This design comes from an exercise in tuning for small area on the open sky130 flow, not from production work.
Only simulation tests tie the RTL to the original design; equivalence was not proved.
No driver is modelled on the clock port, so clocking that relies on it looks cheaper here than on a real chip.
Power is estimated from default activity; no workload was simulated.

===== flow/constraint.sdc =====
create_clock -name core_clock -period 5.0 [get_ports {clk}]
set_input_delay 1.0000 -clock core_clock [delete_from_list [all_inputs] [get_ports {clk}]]
set_output_delay 1.0000 -clock core_clock [all_outputs]
set_load 0.01 [all_outputs]

===== flow/flow/clk_shrink.tcl =====
# Shrink clock buffers while the worst register clock-pin slew stays under a limit.
proc my_worst_clk_slew {} {
  set worst 0
  foreach pin [get_pins -hierarchical */CLK] {
    set s [get_property $pin slew_max]
    if {$s > $worst} { set worst $s }
  }
  return $worst
}
set limit [expr {[info exists ::env(CLK_SLEW_LIMIT)] ? $::env(CLK_SLEW_LIMIT) : 0.100}]
estimate_parasitics -placement
puts "clock slew before shrink: [my_worst_clk_slew]"
set bufs {}
foreach inst [[ord::get_db_block] getInsts] {
  if {[string match "sky130_fd_sc_hd__clkbuf_*" [[$inst getMaster] getName]]} { lappend bufs [$inst getName] }
}
# leaves first, the root last
foreach pass {1 2} {
foreach name $bufs {
  set inst [get_cells $name]
  set orig [get_property [get_lib_cells -of_objects $inst] name]
  foreach size {1 2 4 8} {
    set cell sky130_fd_sc_hd__clkbuf_$size
    if {$cell eq $orig} break
    replace_cell $inst $cell
    estimate_parasitics -placement
    if {[my_worst_clk_slew] <= $limit} {
      puts "clock buffer $name: $orig -> $cell"
      break
    }
    replace_cell $inst $orig
    estimate_parasitics -placement
  }
}
}
puts "clock slew after shrink: [my_worst_clk_slew]"

===== flow/standard.sh =====
#!/bin/bash
# synth_recipe.tcl (not shown) runs the flow's synth.tcl, then flattens the netlist and writes it again
# the make line also repeats each setting of config.mk as NAME=value (left out here)
make -C /OpenROAD-flow-scripts/flow DESIGN_CONFIG=/design/flow/config.mk WORK_HOME=/design/flow/orfs CLKGATE_MAP_FILE= SYNTH_SCRIPT=/design/flow/synth_recipe.tcl "${@:-finish}"

===== flow/design.v =====
module davis_240_ao22(input wire a, input wire b, input wire c, input wire d, output wire y);
    assign y = (a & b) | (c & d);
endmodule
module davis_240_ha(input wire a, input wire b, output wire s, output wire co);
    assign {co, s} = {1'b0, a} + {1'b0, b};
endmodule
module davis_240(
input wire clk,
input wire rst,
input wire[8:0]AER_bus,
input wire REQ,
input wire SEL,
input wire ts_load,
input wire [31:0]ts_value,
output wire ACK,
output wire [31:0]data_out,
output reg [31:0]data_out_time
    );
reg [6:0] presc;
wire presc_end = ~presc[5] & ~presc[4] & ~presc[3] & ~presc[2] & ~presc[0];
wire presc_clr = rst | ts_load | presc_end;
wire [6:0] presc_nxt = {presc[5:0], presc[5] ^ presc[6]};
always @(posedge clk)
    presc <= presc_clr ? 7'd100 : presc_nxt;
reg [31:0] time_stamp;
wire e_ld   = ts_load & ~rst;
wire e_keep = ~ts_load & ~rst;
wire [32:0] ts_c;
wire [31:0] ts_s;
wire [31:0] ts_d;
wire lo_ones = &time_stamp[15:0];
assign ts_c[0] = presc_end;
genvar i;
generate for (i = 0; i < 32; i = i + 1) begin : g_ts
    if (i == 15 || i == 31) begin : g_x
        assign ts_s[i] = time_stamp[i] ^ ts_c[i];
        assign ts_c[i+1] = (i == 15) ? (presc_end & lo_ones) : 1'b0;
    end else begin : g_h
        davis_240_ha u_ha(.a(time_stamp[i]), .b(ts_c[i]), .s(ts_s[i]), .co(ts_c[i+1]));
    end
    davis_240_ao22 u_mx(.a(e_ld), .b(ts_value[i]), .c(e_keep), .d(ts_s[i]), .y(ts_d[i]));
end endgenerate
always @(posedge clk)
    time_stamp <= ts_d;
reg [5:0] st;
reg xsel;
reg ack;
reg x_done;
reg [7:0] y_addr;
reg [16:0] dout;
wire st_wait  = ~st[5] & ~st[4] & ~st[3] & ~st[0];
wire st_get   = ~st[4] & ~st[3] & ~st[2] & st[1] & ~st[0];
wire st_send1 = ~st[5] & ~st[4] & ~st[3] & st[2] & ~st[1];
wire st_end   = ~st[5] & ~st[3] & st[2] & ~st[1] & ~st[0];
wire st_clr   = rst | st_end;
wire go       = st_wait & ~REQ;
wire [5:0] st_nxt = {st[4], st[3], (st[2]) | go, st[1], st[0], st[0] ^ st[5]};
always @(posedge clk)
    st <= st_nxt & {6{~st_clr}};
always @(posedge clk)
    if (st_wait) xsel <= SEL;
wire idle_req = st_wait & REQ;
always @(posedge clk) begin
    ack    <= rst | idle_req | (ack & ~st_send1);
    x_done <= ~rst & ((st_get & xsel) | (x_done & ~idle_req));
end
wire ld_y = st_get & ~xsel;
wire e_y  = ld_y & ~rst;
wire h_y  = ~ld_y & ~rst;
wire [7:0] y_d;
generate for (i = 0; i < 8; i = i + 1) begin : g_y
    davis_240_ao22 u_mx(.a(e_y), .b(AER_bus[i]), .c(h_y), .d(y_addr[i]), .y(y_d[i]));
end endgenerate
always @(posedge clk)
    y_addr <= y_d;
wire ld_o = st_get & xsel & ~x_done;
wire e_o  = ld_o & ~rst;
wire h_o  = ~ld_o & ~rst;
wire [16:0] dout_n = {AER_bus[8:0], y_addr};
wire [16:0] dout_d;
wire [31:0] dot_d;
generate for (i = 0; i < 17; i = i + 1) begin : g_do
    davis_240_ao22 u_mx(.a(e_o), .b(dout_n[i]), .c(h_o), .d(dout[i]), .y(dout_d[i]));
end
for (i = 0; i < 32; i = i + 1) begin : g_dt
    davis_240_ao22 u_mx(.a(e_o), .b(time_stamp[i]), .c(h_o), .d(data_out_time[i]), .y(dot_d[i]));
end endgenerate
always @(posedge clk) begin
    dout <= dout_d;
    data_out_time <= dot_d;
end
assign ACK = ack;
assign data_out = {15'd0, dout};
endmodule

===== flow/flow/run.sh =====
#!/bin/bash
# Own layout flow: the standard ORFS flow, with
#  - port buffers of the smallest buffer cell (buf_1) instead of the default choice,
#  - one tie cell for all constant outputs,
#  - a clock tree without dummy loads whose buffers are then shrunk while the
#    register clock-pin slew stays low (flow/clk_shrink.tcl).
set -euo pipefail
here=$(pwd)
bash standard.sh \
  "BUFFER_PORTS_ARGS=-buffer_cell sky130_fd_sc_hd__buf_1" \
  "SKIP_REPAIR_TIE_FANOUT=1" \
  "POST_CTS_TCL=$here/flow/clk_shrink.tcl" \
  "CTS_ARGS=-sink_clustering_enable -repair_clock_nets -dont_use_dummy_load -buf_list sky130_fd_sc_hd__clkbuf_8 -root_buf sky130_fd_sc_hd__clkbuf_8" \
  finish > flow_make.log 2>&1

===== flow/config.mk =====
export PLATFORM = sky130hd
export DESIGN_NAME = davis_240
export DESIGN_NICKNAME = davis_240
export VERILOG_FILES = /design/flow/design.v
export SDC_FILE = /design/flow/constraint.sdc
export NUM_CORES = 4
export LEC_CHECK = 0
export CAP_MARGIN = 0
export CORE_MARGIN = 2
export CORE_UTILIZATION = 70
export SLEW_MARGIN = 0
export SYNTH_HIERARCHICAL = 1
export SYNTH_MINIMUM_KEEP_SIZE = 0

==> metrics.md, run 1 <==
| Metric | Value |
|---|---|
| Setup TNS | 0 ps |
| Die area | 0.005855 sq mm |
| Synth warnings | 7 |
| CP Launch Type | register |
| WL per Instance | 16.95 um |
| Drt pass-1 iters | 4 |
| Final hold violations | 0 |
| CTS tree | built |
| Post-Syn Area | 0.003681 sq mm |
| Proportion of layout cells with a drive suffix above 1 | 0.05026 |
| Rel. slew slack | 0.2741 |
| CP max stage delay | 520 ps |
| MaxCap Viol Count | 0 |
| Crit path top cell by count | ha_1 |
| Core area | 0.005075 sq mm |
| Number of core rows | 26 |
| Register area share after synthesis | 0.5738 |
| DR vias/cell | 5.960 |
| GRT Total Usage | 0.2769 |
| Worst path top cell family by delay | adder cells |
| Required @ worst endpoint | 5460 ps |
| Min Tclk post-route | 3818 ps |
| Fillers | 345 |
| Setup CP Type | register to register |
| Pwr/cell area | 321.9 mW/mm^2 |
| Final Net Count | 456 |
| WP data arrival | 4280 ps |
| Flops & latches, synth | 105 |
| Buf+Inv Stages, Crit Path | 0 |
| Starting Density | 0.7253 |
| Worst-path maximum fanout | 3 |
| Synthesized area per cell | 12.83 sq um |
| Reg2reg setup slack | 1180 ps |
| Clock sinks | 105 |
| Setup Viol. Count Final | 0 |
| I/O Buffers | 95 |
| Vias | 2670 |
| CTS clk-pin slew, worst paths | 90 ps |
| Drt drc | 0 |
| Worst-margin pin slew | 1089 ps |
| Tcrit/Tclk final | 0.7637 |
| Max frequency | 0.2619 GHz |
| Chip Height | 76.52 um |
| Final antenna-violating net count | 0 |
| Critical-path cell list | nand4_1 > or4_1 > nor3_1 > ha_1 > ha_1 > ha_1 > ha_1 > ha_1 > ha_1 > ha_1 > ha_1 > ha_1 > ha_1 > ha_1 > ha_1 > ha_1 > ha_1 > ha_1 > xor2_1 > a22o_1 |
| Status | complete, no violations |
| RSZ-0062 raised after global routing | false |
| Gr ovfl total | 0 |
| Clk Latency, worst-skew pair | 520 ps |
| Most common cell after layout, fill and taps aside | dfxtp_1 |
| Clock Skew | 15.73 ps |
| Drt initial violations | 118 |
| Final count of pins violating max slew | 0 |
| Num ports | 111 |
| Ant diodes | 0 |
| Global-route wire length before repair | 12890 um |
| Slowest cell on crit path | or4_1 |
| Syn nets | 363 |
| Final wirelength | 7594 um |
| Worst vdd ir | 0.0002253 V |
| Die Span X | 76.52 um |
| Leakage Power | 1.748 nW |
| Most frequent cells in the layout | dfxtp_1, buf_1, a22o_1 |
| HPWL after DPL | 5191 um |
| GP Congestion | 0.7921 |
| Synth Instances | 287 |
| P&R area growth vs syn | 12.92% |
| Synth unique cells | 28 |
| Initial antenna violation count | 0 |
| Pin count of the biggest net entering global routing | 50 |
| Vias in the first global route | 2669 |
| Power, Total | 1.338 mW |
| Worst Setup End Kind | register |
| HP Class | register to register |
-- modules after synthesis (local to each module, per instance) --
module	cell area (sq um)	flip-flops and latches	cells	copies in the design
davis_240	2526	105	168	1
davis_240_ao22	8.758	0	1	89
davis_240_ha	12.51	0	1	30
-- where the power goes --
group | internal, mW | total [mW] | switching (mW)
logic | 0.0335 | 0.0791 | 0.0456
clock network | 0.146 | 0.383 | 0.238
registers | 0.859 | 0.876 | 0.0164
total | 1.04 | 1.34 | 0.300
-- cells by family after synthesis --
kind of cell               Yosys count  synth area share
DFF                                105            0.5738
AOI/OAI and AO/OA                   96            0.2271
and+or+nand+nor                     34           0.05404
adders and majority gates           30            0.1020
buffers and inverters               17           0.03263
xor gates and xnor gates             4          0.009519
other                                1          0.001019
-- Yosys cell counts, drive strengths merged --
master	instances	area, sq um
inv	1	3.750
nor2b	4	25.02
nor4b	1	8.760
xnor2	2	17.52
a21oi	1	5.000
o21a	1	7.510
buf	15	112.6
nor4	1	6.260
edfxtp	1	30.03
dfxtp	104	2082
ha	30	375.4
o21ai	1	8.760
nand2b	2	12.51
or2	3	18.77
o22ai	1	6.260
nand4	5	31.28
a22o	89	779.5
xor2	2	17.52
a211o	1	8.760
o21ba	2	20.02
or4	2	18.77
and2	5	31.28
nor2	7	26.28
conb	1	3.750
nand3	1	5.000
nor3	3	15.01
clkbuf	1	3.750
-- worst paths after layout --
kind | from | end | cells past startpoint
worst min-delay path | presc[1] | presc[2] | 1
worst max-delay path | time_stamp[11] | time_stamp[31] | 20
worst max register to register | time_stamp[11] | time_stamp[31] | 20
worst min register to register | presc[1] | presc[2] | 1
-- routing by layer --
metal	track usage	vias to the layer above	part of all wire
li1	-	1273	-
met1	0.3455	1291	0.42
met2	0.4664	96	0.52
met3	0.07938	10	0.052
met4	0.08545	0	0.013
met5	0	-	0
-- flip-flops by register name (all words and copies together) (netlist names) --
register	flops
ack	1
data_out_time	32
dout	17
presc	7
st	6
time_stamp	32
x_done	1
xsel	1
y_addr	8
-- worst register-to-register path: cells and delay by family (launching register included) --
kind                     cells  cell delay [ps]
AND/OR/NAND/NOR              3              830
adder cells (fa/ha/maj)     15             2250
AO/OA/AOI/OAI                1              150
flip-flops                   1              380
XOR/XNOR                     1              170
-- layout make-up --
cell class,instances,area (sq um),share of cell area
well taps,70,87.58,0.02107
multi-input cells,165,1459,0.3510
repair buffers,98,379.1,0.09121
inverters,1,3.754,0.0009031
flip-flops and latches,105,2112,0.5081
clock buffers,9,115.1,0.02769
-- through the flow --
step	worst slack, ps	instance area (sq um)	hold WS (ps)	std cells	util
6_report	1182	4156	433.2	448	0.8190
5_1_grt	830.2	4156	451.2	448	0.8190
3_5_place_dp	1176	4041	407.0	439	0.7964
3_3_place_gp	1271	4041	404.1	439	0.7964
2_1_floorplan	811.4	3681	385.5	287	-
==> run 2: changes to the inputs <==
--- a/flow/design.v
+++ b/flow/design.v
@@ -28,13 +28,13 @@
 wire [32:0] ts_c;
 wire [31:0] ts_s;
 wire [31:0] ts_d;
-wire lo_ones = &time_stamp[15:0];
+wire lo_ones = &time_stamp[11:0];
 assign ts_c[0] = presc_end;
 genvar i;
 generate for (i = 0; i < 32; i = i + 1) begin : g_ts
-    if (i == 15 || i == 31) begin : g_x
+    if (i == 11 || i == 31) begin : g_x
         assign ts_s[i] = time_stamp[i] ^ ts_c[i];
-        assign ts_c[i+1] = (i == 15) ? (presc_end & lo_ones) : 1'b0;
+        assign ts_c[i+1] = (i == 11) ? (presc_end & lo_ones) : 1'b0;
     end else begin : g_h
         davis_240_ha u_ha(.a(time_stamp[i]), .b(ts_c[i]), .s(ts_s[i]), .co(ts_c[i+1]));
     end
==> metrics.md, run 2 <==
| Metric | Value |
|---|---|
| Most frequent cell after synthesis | dfxtp_1 |
| Core area | 0.005075 sq mm |
| HPWL after DPL | 4942 um |
| Reg2reg setup slack | 390 ps |
| Chip Height | 76.41 um |
| Setup WS pre-CTS | 413.2 ps |
| Register area share after synthesis | 0.5755 |
| Final hold violations | 0 |
| Main synth FF type | dfxtp_1 |
| Setup TNS | 0 ps |
| DR vias/cell | 5.819 |
| CTS tree | built |
| Vias in the first global route | 2464 |
| Status | complete, no violations |
| CP Launch Type | register |
| Setup Viol. Count Final | 0 |
| MaxCap Viol Count | 0 |
| Post-Syn Area | 0.003670 sq mm |
| Reg2reg end | time_stamp[30] |
| Placed Cells | 438 |
| Syn nets | 362 |
| Clk Latency, worst-skew pair | 530 ps |
| Leakage Power | 1.749 nW |
| GRT Total Usage | 0.2489 |
| RSZ-0062 raised after global routing | false |
| Final Non-Filler Cells | 447 |
| GP Congestion | 0.8181 |
| Top cells by area, synth | dfxtp_1, a22o_1, ha_1, buf_4, and2_1 |
| Tcrit/Tclk final | 0.9229 |
| Gr ovfl total | 0 |
| Final wirelength | 7120 um |
| Vias | 2601 |
| Area share of the largest cell type after synthesis | 0.5673 |
| Final antenna-violating net count | 0 |
| Clock Skew | 13.79 ps |
| Flops & latches, synth | 105 |
| Most common cell after layout, fill and taps aside | dfxtp_1 |
| Synth Instances | 286 |
| Met1 usage | 0.3331 |
| Rel. slew slack | 0.3064 |
| Worst vdd ir | 0.0001842 V |
| Starting Density | 0.7231 |
| Regs by FF count | data_out_time: 32 flops, time_stamp: 32 flops, dout: 17 flops |
| Max frequency | 0.2167 GHz |
| Combinational Power Share | 0.058 |
| Proportion of layout cells with a drive suffix above 1 | 0.05570 |
| Reg-to-Reg Start | presc[5] |
| Pint | 1.038 mW |
| Required @ worst endpoint | 5410 ps |
| Seq. cell area | 0.002112 sq mm |
| Hold depth | 1 |
| Initial antenna violation count | 0 |
| Clk pwr share | 0.286 |
| Synth unique cells | 28 |
| P&R area growth vs syn | 12.96% |
| HP Class | register to register |
| Pwr/cell area | 321.6 mW/mm^2 |
| Drt pass-1 iters | 4 |
| Drt initial violations | 130 |
| Die area | 0.005838 sq mm |
| Ant diodes | 0 |
| Setup CP Type | register to register |
| Synthesized area per cell | 12.83 sq um |
| Drt drc | 0 |
| Worst-path maximum fanout | 3 |
| Share of power burned in registers | 0.657 |
| Pin count of the biggest net entering global routing | 50 |
| Psw | 295.0 uW |
| Setup ws final | 385.4 ps |
| Top cells by count, synth | dfxtp_1, a22o_1, ha_1 |
| Switching Fraction | 0.2213 |
| CP max stage delay | 550 ps |
| Worst-margin pin slew | 1040 ps |
| Post-layout util | 0.8168 |
| Routing usage on met3 | 0.05924 |
| Crit path top cell by count | ha_1 |
| Die Span X | 76.41 um |
| Cell accounting for the most synthesized area | dfxtp_1 |
| WP data arrival | 5030 ps |
| Hold Path End | presc[2] |
| Final count of pins violating max slew | 0 |
| EDFF count, synth | 1 |
| WL per Instance | 15.93 um |
| Slowest cell on crit path | or4_4 |
| GRT busiest layer | met2 |
| Synth warnings | 7 |
| Critical-path cell list | or4_4 > or4_1 > nor2_1 > ha_1 > ha_1 > ha_1 > ha_1 > ha_1 > ha_1 > ha_1 > ha_1 > ha_1 > ha_1 > ha_1 > ha_1 > ha_1 > ha_1 > ha_1 > ha_1 > ha_1 > ha_1 > ha_1 > a22o_1 |
| Clock sinks | 105 |
| I/O Buffers | 95 |
| Post-synth ARST share | 0 |
| Most frequent cells in the layout | dfxtp_1, buf_1, a22o_1 |
| Grt met2 use | 0.3894 |
| Min-Delay Startpoint | presc[1] |
| Min Tclk post-route | 4615 ps |
| Fillers | 327 |
| CTS clk-pin slew, worst paths | 80 ps |
| Multi-input logic area | 0.001448 sq mm |
| Reg2reg path depth | 23 |
| Final Net Count | 455 |
| Number of core rows | 26 |
| Global-route wire length before repair | 11590 um |
| Worst Setup End Kind | register |
| Num ports | 111 |
run 2: changes by cell type after synthesis, sizes merged:
cell | before | now
nor3 | 3 | 2
nand4 | 5 | 4
nor2 | 7 | 8
run 2: per-module statistics from Yosys, one instance, submodules excluded:
module | cells inside | copies in the design
davis_240 | 167 | 1
davis_240_ao22 | 1 | 89
davis_240_ha | 1 | 30
run 2: area by class of cell:
type / instances / share of cell area
well taps: 70 / 0.02113
multi-input cells: 164 / 0.3492
repair buffers: 98 / 0.09146
flip-flops and latches: 105 / 0.5095
clock buffers: 9 / 0.02777
inverters: 1 / 0.0009055
run 2: metrics by stage:
step           power (mW)  instance area, sq um  hold WS [ps]
6_report            1.333                  4145         428.2
3_3_place_gp       0.9683                  4030         412.8
3_5_place_dp       0.9714                  4030         407.0
2_1_floorplan      0.9466                  3670         392.5
5_1_grt             1.385                  4145         457.0
run 2: worst max-delay path by stage:
stage | startpoint | to | slack, ps | depth (start not counted)
3_5_place_dp | presc[5] | time_stamp[30] | 410 | 23
3_3_place_gp | presc[5] | time_stamp[30] | 610 | 23
5_1_grt | presc[5] | time_stamp[30] | 30 | 23
6_report | presc[5] | time_stamp[30] | 390 | 23
2_1_floorplan | presc[5] | time_stamp[30] | 710 | 23
run 2: power by group through the flow:
stage,sequential (mW),combinational [mW],clock (mW)
after floorplan,0.890,0.0565,0
after global placement,0.893,0.0752,0
after detailed placement,0.895,0.0768,0
after global routing,0.878,0.0865,0.421
final,0.875,0.0771,0.381
run 2: kinds of logic (layout without fill, tap and decap cells):
group | count (synthesis) | after routing | synth area share
flip-flops | 105 | 105 | 0.5755
AO/OA/AOI/OAI | 96 | 96 | 0.2267
AND/OR/NAND/NOR | 33 | 33 | 0.05216
adder cells (fa/ha/maj) | 30 | 30 | 0.1023
buffers and inverters | 17 | 108 | 0.03273
XOR/XNOR | 4 | 4 | 0.009548
other | 1 | 1 | 0.001022
run 2: layer usage:
| metal | vias up | part of all wire |
|---|---|---|
| met5 | - | 0 |
| met4 | 0 | 0.010 |
| met3 | 6 | 0.067 |
| met2 | 94 | 0.47 |
| met1 | 1232 | 0.46 |
| li1 | 1269 | - |
run 2: worst max-delay path, delay by kind of cell, from the launching register on:
| family | cells | cell delay (ps) |
|---|---|---|
| flip-flops | 1 | 340 |
| adder cells (fa/ha/maj) | 19 | 2820 |
| AO/OA/AOI/OAI | 1 | 170 |
| AND/OR/NAND/NOR | 3 | 1180 |
==> run 3: changes to the inputs <==
--- a/flow/flow/run.sh
+++ b/flow/flow/run.sh
@@ -6,6 +6,7 @@
 #    register clock-pin slew stays low (flow/clk_shrink.tcl).
 set -euo pipefail
 here=$(pwd)
+export CLK_SLEW_LIMIT=0.118
 bash standard.sh \
   "BUFFER_PORTS_ARGS=-buffer_cell sky130_fd_sc_hd__buf_1" \
   "SKIP_REPAIR_TIE_FANOUT=1" \
--- a/flow/flow/clk_shrink.tcl
+++ b/flow/flow/clk_shrink.tcl
@@ -1,4 +1,4 @@
-# Shrink clock buffers while the worst register clock-pin slew stays under a limit.
+# Shrink clock buffers (to smaller clock buffers or buf_6) while the worst register clock-pin slew stays under a limit.
 proc my_worst_clk_slew {} {
   set worst 0
   foreach pin [get_pins -hierarchical */CLK] {
@@ -19,8 +19,7 @@
 foreach name $bufs {
   set inst [get_cells $name]
   set orig [get_property [get_lib_cells -of_objects $inst] name]
-  foreach size {1 2 4 8} {
-    set cell sky130_fd_sc_hd__clkbuf_$size
+  foreach cell {sky130_fd_sc_hd__clkbuf_1 sky130_fd_sc_hd__clkbuf_2 sky130_fd_sc_hd__clkbuf_4 sky130_fd_sc_hd__buf_6 sky130_fd_sc_hd__clkbuf_8} {
     if {$cell eq $orig} break
     replace_cell $inst $cell
     estimate_parasitics -placement
==> metrics.md, run 3 <==
| Metric | Value |
|---|---|
| Synth warnings | 7 |
| Post-Syn Area | 0.003670 sq mm |
| Worst vdd ir | 0.0001776 V |
| Max frequency | 0.2143 GHz |
| Flops & latches, synth | 105 |
| HPWL after DPL | 4942 um |
| Drt pass-1 iters | 4 |
| Setup Viol. Count Final | 0 |
| Final Net Count | 456 |
| CTS clk-pin slew, worst paths | 110 ps |
| GRT busiest layer | met2 |
| Reg2reg path depth | 23 |
| Synthesized area per cell | 12.83 sq um |
| CP max stage delay | 540 ps |
| Final Non-Filler Cells | 448 |
| Worst-path maximum fanout | 3 |
| Die area | 0.005838 sq mm |
| Routing usage on met3 | 0.05924 |
| Ant diodes | 0 |
| Critical-path cell list | or4_4 > or4_4 > nor2_2 > ha_1 > ha_1 > ha_1 > ha_1 > ha_1 > ha_1 > ha_1 > ha_1 > ha_1 > ha_1 > ha_1 > ha_1 > ha_1 > ha_1 > ha_1 > ha_1 > ha_1 > ha_1 > ha_1 > a22o_1 |
| WP data arrival | 5040 ps |
| Tcrit/Tclk final | 0.9335 |
| Core area | 0.005075 sq mm |
| Min Hold Slack | 438.6 ps |
| Pint | 1.008 mW |
| Pwr/cell area | 315.2 mW/mm^2 |
| Grt met2 use | 0.3885 |
| Final wirelength | 7097 um |
| Synth Instances | 286 |
| Drt drc | 0 |
| Drt initial violations | 146 |
| Multi-input logic area | 0.001454 sq mm |
| I/O Buffers | 95 |
| Final hold violations | 0 |
| Vias in the first global route | 2463 |
| Vias | 2594 |
| Psw | 294.2 uW |
| Clk pwr share | 0.268 |
| Rel. slew slack | 0.3005 |
| Required @ worst endpoint | 5370 ps |
| Leakage Power | 1.743 nW |
| Buf+Inv Stages, Crit Path | 0 |
| MaxCap Viol Count | 0 |
| Placed Cells | 438 |
| GRT Total Usage | 0.2501 |
| DR vias/cell | 5.790 |
| Final antenna-violating net count | 0 |
| Area share of the largest cell type after synthesis | 0.5673 |
| Min Tclk post-route | 4667 ps |
| CP Launch Type | register |
| Proportion of layout cells with a drive suffix above 1 | 0.06614 |
| CTS tree | built |
| Starting Density | 0.7231 |
| Post-synth ARST share | 0 |
| Fillers | 335 |
| Met1 usage | 0.3354 |
| Reg2reg setup slack | 330 ps |
| Power, Total | 1.303 mW |
| GP Congestion | 0.8181 |
| Most common cell after layout, fill and taps aside | dfxtp_1 |
| HP Class | register to register |
| Hold depth | 1 |
| Seq. cell area | 0.002113 sq mm |
| Hold Path End | presc[2] |
| Switching Fraction | 0.2258 |
| Global-route wire length before repair | 11620 um |
| Cell accounting for the most synthesized area | dfxtp_1 |
| Register area share after synthesis | 0.5755 |
| Main synth FF type | dfxtp_1 |
| Synth unique cells | 28 |
| P&R area growth vs syn | 12.61% |
| Reg-to-Reg Start | presc[5] |
| Clock Skew | 83.94 ps |
| Clock sinks | 105 |
| Most frequent cell after synthesis | dfxtp_1 |
| Worst path top cell family by delay | adder cells |
| Chip Height | 76.41 um |
| Number of core rows | 26 |
| Worst-margin pin slew | 1049 ps |
| Setup CP Type | register to register |
| Most frequent cells in the layout | dfxtp_1, buf_1, a22o_1 |
| Status | complete, no violations |
| Regs by FF count | data_out_time: 32 flops, time_stamp: 32 flops, dout: 17 flops |
| Initial antenna violation count | 0 |
| Final count of pins violating max slew | 0 |
| Reg2reg end | time_stamp[30] |
| Clk Latency, worst-skew pair | 550 ps |
| Pin count of the biggest net entering global routing | 50 |
| Setup TNS | 0 ps |
| Combinational Power Share | 0.060 |
| Gr ovfl total | 0 |
| EDFF count, synth | 1 |
| Worst Setup End Kind | register |
| RSZ-0062 raised after global routing | false |
| Min-Delay Startpoint | presc[1] |
| Top cells by count, synth | dfxtp_1, a22o_1, ha_1 |
| WL per Instance | 15.84 um |
| Num ports | 111 |
| Crit path top cell by count | ha_1 |
| Share of power burned in registers | 0.672 |
| Slowest cell on crit path | or4_4 |
| Top cells by area, synth | dfxtp_1, a22o_1, ha_1, buf_4, and2_1 |
| Syn nets | 362 |
| Die Span X | 76.41 um |
## run 3: cell families (layout without fill, tap and decap cells)
logic type / after synthesis / in the layout / synth area share
buffers and inverters: 17 / 109 / 0.03273
AND/OR/NAND/NOR: 33 / 33 / 0.05216
AO/OA/AOI/OAI: 96 / 96 / 0.2267
other: 1 / 1 / 0.001022
adder cells (fa/ha/maj): 30 / 30 / 0.1023
flip-flops: 105 / 105 / 0.5755
XOR/XNOR: 4 / 4 / 0.009548
## run 3: through the flow
| stage | cell area [sq um] | setup WS, ps | utilization |
|---|---|---|---|
| global route | 4133 | 8.034 | 0.8143 |
| global placement | 4030 | 608.2 | 0.7941 |
| floorplan | 3670 | 710.1 | - |
| finish | 4133 | 332.6 | 0.8143 |
| detailed placement | 4030 | 413.2 | 0.7941 |
## run 3: area by class of cell
class / count / share of cell area
flip-flops and latches: 105 / 0.5114
well taps: 70 / 0.02119
clock buffers: 9 / 0.02119
repair buffers: 99 / 0.09355
multi-input cells: 164 / 0.3518
inverters: 1 / 0.0009083
## run 3: worst reg2reg max path: stages (launching register included)
cell and delay [ps]:
dfxtp_2 340, or4_4 540, or4_4 530, nor2_2 90, ha_1 160, ha_1 150
ha_1 140, ha_1 130, ha_1 150, ha_1 150, ha_1 140, ha_1 140
ha_1 150, ha_1 150, ha_1 140, ha_1 140, ha_1 140, ha_1 140
ha_1 150, ha_1 150, ha_1 140, ha_1 140, ha_1 220, a22o_1 170
## run 3: worst max path at each step
stage,start,to,slack [ps],depth (start not counted)
detailed placement,presc[5],time_stamp[30],410,23
floorplan,presc[5],time_stamp[30],710,23
global placement,presc[5],time_stamp[30],610,23
global route,presc[5],time_stamp[30],8,23
finish,presc[5],time_stamp[30],330,23
## run 3: per-layer routing
metal,routed length [um],part of all wire
met5,0,0
met4,85,0.012
met3,533,0.075
met2,3268,0.46
met1,3210,0.45
## run 3: per-module statistics from Yosys, one instance, submodules excluded
| module | area, sq um | cells inside |
|---|---|---|
| davis_240_ao22 | 8.758 | 1 |
| davis_240_ha | 12.51 | 1 |
| davis_240 | 2515 | 167 |
## run 3: power by group through the flow
stage | clock network [mW] | registers, mW | logic, mW
2_1_floorplan | 0 | 0.890 | 0.0565
3_3_place_gp | 0 | 0.893 | 0.0752
3_5_place_dp | 0 | 0.895 | 0.0768
5_1_grt | 0.393 | 0.878 | 0.0875
6_report | 0.349 | 0.876 | 0.0782
==> run 4: changes to the inputs <==
--- a/flow/flow/run.sh
+++ b/flow/flow/run.sh
@@ -6,7 +6,7 @@
 #    register clock-pin slew stays low (flow/clk_shrink.tcl).
 set -euo pipefail
 here=$(pwd)
-export CLK_SLEW_LIMIT=0.118
+export CLK_SLEW_LIMIT=0.110
 bash standard.sh \
   "BUFFER_PORTS_ARGS=-buffer_cell sky130_fd_sc_hd__buf_1" \
   "SKIP_REPAIR_TIE_FANOUT=1" \
==> metrics.md, run 4 <==
| Metric | Value |
|---|---|
| Status | complete, no violations |
| Chip Height | 76.41 um |
| Main synth FF type | dfxtp_1 |
| Setup WS pre-CTS | 413.2 ps |
| Most frequent cell after synthesis | dfxtp_1 |
| Pin count of the biggest net entering global routing | 50 |
| Top cells by count, synth | dfxtp_1, a22o_1, ha_1 |
| Initial antenna violation count | 0 |
| Setup TNS | 0 ps |
| Synth Instances | 286 |
| Reg2reg path depth | 23 |
| Final hold violations | 0 |
| Synthesized area per cell | 12.83 sq um |
| Post-Syn Area | 0.003670 sq mm |
| Worst-path maximum fanout | 3 |
| Worst Setup End Kind | register |
| Clock Skew | 88.01 ps |
| Vias in the first global route | 2464 |
| Die area | 0.005838 sq mm |
| Setup Viol. Count Final | 0 |
| Register area share after synthesis | 0.5755 |
| Min Tclk post-route | 4622 ps |
| Most common cell after layout, fill and taps aside | dfxtp_1 |
| Leakage Power | 1.738 nW |
| GP Congestion | 0.8181 |
| EDFF count, synth | 1 |
| Fillers | 331 |
| Global-route wire length before repair | 11610 um |
| Worst-margin pin slew | 1037 ps |
| Clk Latency, worst-skew pair | 850 ps |
| Max frequency | 0.2164 GHz |
| Setup CP Type | register to register |
| DR vias/cell | 5.796 |
| Required @ worst endpoint | 5660 ps |
| Post-synth ARST share | 0 |
| Final antenna-violating net count | 0 |
| Setup ws final | 378.1 ps |
| MaxCap Viol Count | 0 |
| Ant diodes | 0 |
| Tcrit/Tclk final | 0.9244 |
| Cell accounting for the most synthesized area | dfxtp_1 |
| Starting Density | 0.7231 |
| Gr ovfl total | 0 |
| Hold depth | 2 |
| WP data arrival | 5280 ps |
| Core area | 0.005075 sq mm |
| CTS clk-pin slew, worst paths | 110 ps |
| Drt initial violations | 135 |
| Worst vdd ir | 0.0001904 V |
| Drt drc | 0 |
| Final Net Count | 455 |
| Number of core rows | 26 |
| HPWL after DPL | 4942 um |
| Num ports | 111 |
| Vias | 2591 |
| Power, Total | 1.317 mW |
| I/O Buffers | 95 |
| CTS tree | built |
| Die Span X | 76.41 um |
| Area share of the largest cell type after synthesis | 0.5673 |
| Proportion of layout cells with a drive suffix above 1 | 0.05305 |
| GRT Total Usage | 0.2496 |
| Rel. slew slack | 0.3086 |
| CP Launch Type | register |
| WL per Instance | 15.84 um |
| Drt pass-1 iters | 5 |
| Top cells by area, synth | dfxtp_1, a22o_1, ha_1, buf_4, and2_1 |
| Regs by FF count | data_out_time: 32 flops, time_stamp: 32 flops, dout: 17 flops |
| P&R area growth vs syn | 12.44% |
| Flops & latches, synth | 105 |
| Syn nets | 362 |
| RSZ-0062 raised after global routing | false |
| Final wirelength | 7080 um |
| HP Class | primary input to register |
| Synth unique cells | 28 |
| Clock sinks | 105 |
| Final count of pins violating max slew | 0 |
| Most frequent cells in the layout | dfxtp_1, buf_1, a22o_1 |
| Synth warnings | 7 |
| Pwr/cell area | 319.3 mW/mm^2 |
-- run 4: cell counts after synthesis --
No cell type changed its count.
-- run 4: area by class of cell --
class                      instances  area, sq um  share of cell area
timing repair buffer              98        379.1             0.09187
clock buffer                       9        96.34             0.02335
inverter                           1        3.754           0.0009096
tap                               70        87.58             0.02122
multi-input combinational        164         1448              0.3508
sequential                       105         2112              0.5118
-- run 4: final timing paths --
path | slack (ps) | start | to
worst min-delay path | 370 | AER_bus[8] | dout[16]
worst max-delay path | 380 | presc[5] | time_stamp[30]
worst max register to register | 380 | presc[5] | time_stamp[30]
worst min register to register | 430 | presc[1] | presc[2]
-- run 4: critical path, stage by stage (launching register included) --
cell     delay (ps)
dfxtp_1         340
or4_4           550
or4_1           510
nor2_1          120
ha_1            160
ha_1            150
ha_1            140
ha_1            130
ha_1            150
ha_1            150
ha_1            140
ha_1            140
ha_1            150
ha_1            150
ha_1            140
ha_1            140
ha_1            130
ha_1            140
ha_1            150
ha_1            150
ha_1            140
ha_1            140
ha_1            220
a22o_1          170
-- run 4: per-layer routing --
metal | up-vias | global-route usage | wire [um] | share of wire
li1 | 1271 | - | - | -
met1 | 1217 | 0.3339 | 3247 | 0.46
met2 | 95 | 0.3885 | 3248 | 0.46
met3 | 8 | 0.05924 | 477 | 0.067
met4 | 0 | 0.1091 | 106 | 0.015
met5 | - | 0 | 0 | 0
-- run 4: power breakdown --
group / internal, mW / switching (mW)
Combinational: 0.0334 / 0.0438
Clock: 0.128 / 0.236
Sequential: 0.860 / 0.0162
Total: 1.02 / 0.296
-- run 4: cells by family (layout without fill, tap and decap cells) --
kind of cell    after synthesis  after routing  synth area share
fa+ha+maj                    30             30            0.1023
buf+inv                      17            108           0.03273
simple gates                 33             33           0.05216
compound gates               96             96            0.2267
other cells                   1              1          0.001022
xor+xnor                      4              4          0.009548
flops                       105            105            0.5755
-- run 4: per-module statistics from Yosys, one instance, submodules excluded --
module          cells  flops+latches
davis_240         167            105
davis_240_ao22      1              0
davis_240_ha        1              0
-- run 4: per-stage QoR --
stage,utilization,cell area (sq um),hold slack [ps],instances
after floorplan,-,3670,392.5,286
after global placement,0.7941,4030,412.8,438
after detailed placement,0.7941,4030,407.0,438
after global routing,0.8131,4126,328.8,447
final,0.8131,4126,372.3,447
==> run 5: changes to the inputs <==
==> flow/flow/run.sh (replaced) <==
#!/bin/bash
# Own layout flow: the standard ORFS flow, with
#  - port buffers of the smallest buffer cell (buf_1) instead of the default choice,
#  - one tie cell for all constant outputs,
#  - logic gates set back to drive strength 1 before placement (flow/downsize.tcl),
#  - a clock tree without dummy loads whose buffers are then shrunk while the
#    register clock-pin slew stays low (flow/clk_shrink.tcl).
set -euo pipefail
here=$(pwd)
export CLK_SLEW_LIMIT=0.110
bash standard.sh \
  "BUFFER_PORTS_ARGS=-buffer_cell sky130_fd_sc_hd__buf_1" \
  "SKIP_REPAIR_TIE_FANOUT=1" \
  "PRE_GLOBAL_PLACE_TCL=$here/flow/downsize.tcl" \
  "POST_CTS_TCL=$here/flow/clk_shrink.tcl" \
  "CTS_ARGS=-sink_clustering_enable -repair_clock_nets -dont_use_dummy_load -buf_list sky130_fd_sc_hd__clkbuf_8 -root_buf sky130_fd_sc_hd__clkbuf_8" \
  finish > flow_make.log 2>&1
==> flow/flow/downsize.tcl (new file) <==
# Before global placement: put every logic gate synthesis sized up back to its
# drive-strength-1 variant; the flow's repair_design then sizes or buffers only
# where slew or capacitance needs it.
foreach inst [[ord::get_db_block] getInsts] {
  set m [[$inst getMaster] getName]
  if {![regexp {^(sky130_fd_sc_hd__[a-z0-9]+)_([0-9]+)$} $m -> base drive]} continue
  if {$drive <= 1} continue
  if {[regexp {__(df|edf|sdf|dl|clk|buf|tap|fill|decap|conb)} $base]} continue
  set small ${base}_1
  if {[[ord::get_db] findMaster $small] eq "NULL"} continue
  replace_cell [get_cells [$inst getName]] $small
  puts "downsize [$inst getName]: $m -> $small"
}
==> metrics.md, run 5 <==
| Metric | Value |
|---|---|
| Synthesized area per cell | 12.83 sq um |
| Final hold violations | 0 |
| HP Class | register to register |
| GRT Total Usage | 0.2599 |
| WP data arrival | 5180 ps |
| Final count of pins violating max slew | 0 |
| Critical-path cell list | or4_4 > or4_4 > nor2_4 > ha_2 > ha_2 > ha_1 > ha_1 > ha_1 > ha_2 > ha_1 > ha_1 > ha_2 > ha_2 > ha_2 > ha_1 > ha_2 > ha_2 > ha_4 > ha_4 > ha_4 > ha_2 > ha_2 > a22o_1 |
| Seq. cell area | 0.002113 sq mm |
| Num ports | 111 |
| Synth Instances | 286 |
| Share of power burned in registers | 0.669 |
| Top cells by count, synth | dfxtp_1, a22o_1, ha_1 |
| Starting Density | 0.7231 |
| Required @ worst endpoint | 5370 ps |
| Synth unique cells | 28 |
| Post-Syn Area | 0.003670 sq mm |
| Most frequent cells in the layout | dfxtp_1, buf_1, a22o_1 |
| GRT busiest layer | met2 |
| Clk pwr share | 0.270 |
| Number of core rows | 26 |
| Multi-input logic area | 0.001521 sq mm |
| Most common cell after layout, fill and taps aside | dfxtp_1 |
| CTS clk-pin slew, worst paths | 110 ps |
| Drt initial violations | 174 |
| CTS tree | built |
| Global-route wire length before repair | 12090 um |
| Combinational Power Share | 0.060 |
| Setup ws final | 189.7 ps |
| Synth warnings | 7 |
| Regs by FF count | data_out_time: 32 flops, time_stamp: 32 flops, dout: 17 flops |
| Fillers | 317 |
| GP Congestion | 0.8306 |
| Final wirelength | 7491 um |
| Setup WS pre-CTS | 364.9 ps |
| Pin count of the biggest net entering global routing | 50 |
| WL per Instance | 16.76 um |
| Ant diodes | 0 |
| Worst-path maximum fanout | 3 |
| Drt drc | 0 |
| Proportion of layout cells with a drive suffix above 1 | 0.08753 |
| Switching Fraction | 0.2284 |
| Grt met2 use | 0.4177 |
| P&R area growth vs syn | 14.32% |
| CP max stage delay | 540 ps |
| Setup Viol. Count Final | 0 |
| Psw | 299.2 uW |
| Cell accounting for the most synthesized area | dfxtp_1 |
| Clock Skew | 80.57 ps |
| Worst vdd ir | 0.0002389 V |
| Pint | 1.011 mW |
| Clock sinks | 105 |
| Chip Height | 76.41 um |
| Vias in the first global route | 2532 |
| Drt pass-1 iters | 4 |
| Flops & latches, synth | 105 |
| Met1 usage | 0.3398 |
| Worst-margin pin slew | 1090 ps |
| Post-synth ARST share | 0 |
| Final antenna-violating net count | 0 |
| Leakage Power | 1.705 nW |
| CP Launch Type | register |
| Most frequent cell after synthesis | dfxtp_1 |
| Slowest cell on crit path | or4_4 |
| Top cells by area, synth | dfxtp_1, a22o_1, ha_1, buf_4, and2_1 |
| Min Tclk post-route | 4810 ps |
| Tcrit/Tclk final | 0.9621 |
| HPWL after DPL | 5011 um |
| EDFF count, synth | 1 |
| DR vias/cell | 5.886 |
| Buf+Inv Stages, Crit Path | 0 |
| Pwr/cell area | 312.2 mW/mm^2 |
| Die Span X | 76.41 um |
| Rel. slew slack | 0.2732 |
| Core area | 0.005075 sq mm |
| Status | complete, no violations |
| Register area share after synthesis | 0.5755 |
| Power, Total | 1.310 mW |
| Routing usage on met3 | 0.05924 |
| Clk Latency, worst-skew pair | 550 ps |
| Die area | 0.005838 sq mm |
| Max frequency | 0.2079 GHz |
| Area share of the largest cell type after synthesis | 0.5673 |
| Gr ovfl total | 0 |
| Syn nets | 362 |
| MaxCap Viol Count | 0 |
| Worst path top cell family by delay | adder cells |
| I/O Buffers | 95 |
| Crit path top cell by count | ha_2 |
| Worst Setup End Kind | register |
| Setup CP Type | register to register |
| Initial antenna violation count | 0 |
| Final Net Count | 455 |
| Vias | 2631 |
| Main synth FF type | dfxtp_1 |
| Setup TNS | 0 ps |
-- run 5: cell counts after synthesis --
Identical to the previous run, type by type.
-- run 5: per-stage QoR --
step	cells	cell area, sq um	hold WS, ps	util
3_5_place_dp	438	4026	418.5	0.7934
6_report	447	4195	377.7	0.8267
5_1_grt	447	4195	410.8	0.8267
2_1_floorplan	286	3670	392.5	-
3_3_place_gp	438	4026	415.7	0.7934
-- run 5: cell families after synthesis --
logic type               count (synthesis)  synth area share
AO/OA/AOI/OAI                           96            0.2267
XOR/XNOR                                 4          0.009548
adder cells (fa/ha/maj)                 30            0.1023
buffers and inverters                   17           0.03273
flip-flops                             105            0.5755
other                                    1          0.001022
AND/OR/NAND/NOR                         33           0.05216
-- run 5: worst paths after layout --
kind            start             end  slack (ps)  cells after the start
max reg2reg  presc[5]  time_stamp[30]         190                     23
max          presc[5]  time_stamp[30]         190                     23
min reg2reg  presc[1]        presc[2]         380                      1
min          presc[1]        presc[2]         380                      1
-- run 5: modules after synthesis (local to each module, per instance) --
| module | cell area (sq um) | flops+latches |
|---|---|---|
| davis_240 | 2515 | 105 |
| davis_240_ha | 12.51 | 0 |
| davis_240_ao22 | 8.758 | 0 |
-- run 5: per-layer routing --
metal	vias up	share of wire	wire, um
met5	-	0	0
met3	15	0.061	460
met2	106	0.46	3447
met1	1239	0.46	3445
met4	0	0.018	138
li1	1271	-	-
-- run 5: power groups by stage --
stage / Clock [mW] / Sequential, mW / Combinational, mW
after global routing: 0.390 / 0.880 / 0.0890
after global placement: 0 / 0.893 / 0.0746
after detailed placement: 0 / 0.894 / 0.0768
final: 0.354 / 0.877 / 0.0791
after floorplan: 0 / 0.890 / 0.0565
-- run 5: layout make-up --
cell class / count / share of cell area
tap: 70 / 0.02088
timing repair buffer: 98 / 0.09037
clock buffer: 9 / 0.02147
multi-input combinational: 164 / 0.3627
sequential: 105 / 0.5037
inverter: 1 / 0.0008947
-- run 5: worst reg2reg max path, cell delays in order, from the launching register on --
cell and delay, ps:
dfxtp_2 350, or4_4 540, or4_4 510, nor2_4 100
ha_2 170, ha_2 160, ha_1 140, ha_1 140
ha_1 140, ha_2 160, ha_1 140, ha_1 150
ha_2 170, ha_2 170, ha_2 160, ha_1 140
ha_2 160, ha_2 180, ha_4 140, ha_4 130
ha_4 120, ha_2 160, ha_2 260, a22o_1 170

re-timing with driven ports:
The flow's constraints put no driver on any port. The routed layouts listed below were extracted and timed again, unchanged, in two steps.
Step 1, drivers: a clkbuf_16 drives clk and a buf_2 each remaining input, both assumed.
Step 2 also shifts input and output timing later by t, the mid clock arrival at the registers, as if the neighbouring blocks saw the same clock.
Slacks: ideal ports / drivers / drivers and shift; pairs: ideal ports / drivers.
| run | t, ns | slack for setup (ns) | pins driven straight from the clock port |
|---|---|---|---|
| run 1 | 0.540 | 1.182 / 1.182 / 1.182 | 1 |
| run 2 | 0.544 | 0.385 / 0.385 / 0.385 | 1 |
| run 3 | 0.537 | 0.333 / 0.333 / 0.333 | 1 |
| run 4 | 0.828 | 0.378 / 0.378 / 0.378 | 1 |
| run 5 | 0.535 | 0.190 / 0.190 / 0.190 | 1 |
After both steps every run listed still meets setup and hold.
